Background: an optimization exercise with open tools, aiming at small area and a short achievable clock period. Do not read the settings as production practice.
Function was checked by simulation only, so behaviour that the tests miss may differ from the original.
Power and IR drop assume default switching activity.

wip/indigo:
==> flow/design.v (excerpt) <==
module m_tera (w_clock, w_reset, w_bus_instr_mem_addr, w_bus_instr_mem_word,
	w_trace_reg_write, w_trace_reg_addr, w_trace_reg_value,
	w_trace_mem_write, w_trace_mem_addr, w_trace_mem_value);
==> flow/config.mk <==
export PLATFORM = sky130hd
export DESIGN_NAME = m_tera
export DESIGN_NICKNAME = m_tera
export VERILOG_FILES = /design/flow/design.v
export SDC_FILE = /design/flow/constraint.sdc
export NUM_CORES = 4
export LEC_CHECK = 0
export CAP_MARGIN = 20
export CORE_MARGIN = 2
export CORE_UTILIZATION = 50
export CTS_CLUSTER_DIAMETER = 120
export CTS_CLUSTER_SIZE = 25
export PLACE_DENSITY = 0.65
export SLEW_MARGIN = 20
export SYNTH_HIERARCHICAL = 1
export BUFFER_PORTS_ARGS = -buffer_cell sky130_fd_sc_hd__buf_2
export SETUP_SLACK_MARGIN = 5.5
==> flow/constraint.sdc <==
create_clock -name core_clock -period 13.0 [get_ports {w_clock}]
set_input_delay 2.6000 -clock core_clock [delete_from_list [all_inputs] [get_ports {w_clock}]]
set_output_delay 2.6000 -clock core_clock [all_outputs]
set_load 0.01 [all_outputs]
standard.sh (not shown) runs the stock make flow with config.mk's settings and CLKGATE_MAP_FILE= SYNTH_SCRIPT=/design/flow/synth_recipe.tcl, a recipe that flattens the netlist after the stock synthesis.
==> flow/flow/run.sh <==
#!/bin/bash
# Own layout flow: the standard ORFS flow (standard.sh: the standard synthesis
# and every layout step unchanged), with two ORFS settings added to config.mk:
#  - ports are buffered with buf_2 cells (buffer_ports otherwise picks a
#    clock delay buffer, whose intrinsic delay sits on every port path);
#  - setup repair aims for SETUP_SLACK_MARGIN ns of slack.
# Each step's full log is in orfs/logs/; make's own output is in standard.log.
set -euo pipefail
cd "$(dirname "${BASH_SOURCE[0]}")/.."
cat >> config.mk <<'EOC'
export BUFFER_PORTS_ARGS = -buffer_cell sky130_fd_sc_hd__buf_2
export SETUP_SLACK_MARGIN = 5.5
EOC
bash standard.sh > standard.log 2>&1
## Diff of input files: wip/willow against wip/indigo
Settings: SETUP_SLACK_MARGIN: 5.5 -> 6.
--- a/flow/flow/run.sh
+++ b/flow/flow/run.sh
@@ -12 +12 @@
-export SETUP_SLACK_MARGIN = 5.5
+export SETUP_SLACK_MARGIN = 6
Notes after the runs:
| well tap count | wip/willow vs wip/indigo | ≈ equal |. Diff wip/indigo -> wip/willow: setup slack of the critical path after layout went up; cell count went up; via count went up. Summary: hold slack, wip/willow better than wip/indigo. Routed wire length for wip/willow is higher than for wip/indigo.

========
Another version of the RTL of m_tera (not shown whole).
Size: roughly 2200 flip-flops, about 0.085 sq mm of cells after synthesis.
clock: 13.0 ns
lec_check: 0
cap_margin: 20
core_margin: 2
core_utilization: 65
cts_cluster_diameter: 120
cts_cluster_size: 25
place_density: 0.75
slew_margin: 20
synth_hierarchical: 1
buffer_ports_args: -buffer_cell sky130_fd_sc_hd__buf_2
setup_slack_margin: 6
==> flow/flow/run.sh <==
#!/bin/bash
# Own layout flow: the standard ORFS flow (standard.sh: the standard synthesis
# and every layout step unchanged), with two ORFS settings added to config.mk:
#  - ports are buffered with buf_2 cells (buffer_ports otherwise picks a
#    clock delay buffer, whose intrinsic delay sits on every port path);
#  - setup repair aims for SETUP_SLACK_MARGIN ns of slack.
# Each step's full log is in orfs/logs/; make's own output is in standard.log.
set -euo pipefail
cd "$(dirname "${BASH_SOURCE[0]}")/.."
cat >> config.mk <<'EOC'
export BUFFER_PORTS_ARGS = -buffer_cell sky130_fd_sc_hd__buf_2
export SETUP_SLACK_MARGIN = 6
EOC
bash standard.sh > standard.log 2>&1
Edit:
CORE_UTILIZATION = 50   (was 65)
PLACE_DENSITY = 0.65   (was 0.75)
Outcome: Wire length increases by a few percent. Sequential power stays flat. Global-route usage went down by 8.1 points. Power rose slightly. Synthesized area does not change. Final cell count rises by a few percent. Design area grows slightly. Register-to-register slack degrades by 0.05 ns. Sequential cell count is unchanged.

## static timing again, ports no longer ideal
How much do the figures lean on ideal ports? The routed layouts below were timed once more, with nothing changed but the port constraints. Step 1 assumes that a clkbuf_16 drives the clock port and a buf_2 every other input. Step 2 adds t to the input delays and takes it off the output delays; t is the mean of the earliest and latest rising clock arrival at the registers after step 1. Input paths then give back, and output paths get back, about the clock's delay inside the block. Slacks: ideal ports / drivers / drivers and shift; pairs: ideal ports / drivers.
| run | t, ns | setup slack, ns | hold WS [ns] | worst setup path at the end |
|---|---|---|---|---|
| wip/indigo | 0.839 | 5.443 / 5.409 / 5.422 | 0.712 / 0.712 / 0.712 | input to output |
| wip/willow | 0.841 | 5.601 / 5.532 / 5.532 | 0.728 / 0.728 / 0.728 | input to output |
| the first run of note 2 | 0.839 | 5.605 / 5.529 / 5.552 | 0.608 / 0.608 / 0.608 | input to output |
| the second run of note 2 | 0.845 | 5.661 / 5.573 / 5.597 | 0.702 / 0.702 / 0.702 | input to output |
After both steps setup and hold are still met in every run listed. The setup slack of wip/willow, which loses most, moves by -0.069 ns with the drivers and by -0.069 ns with both steps.
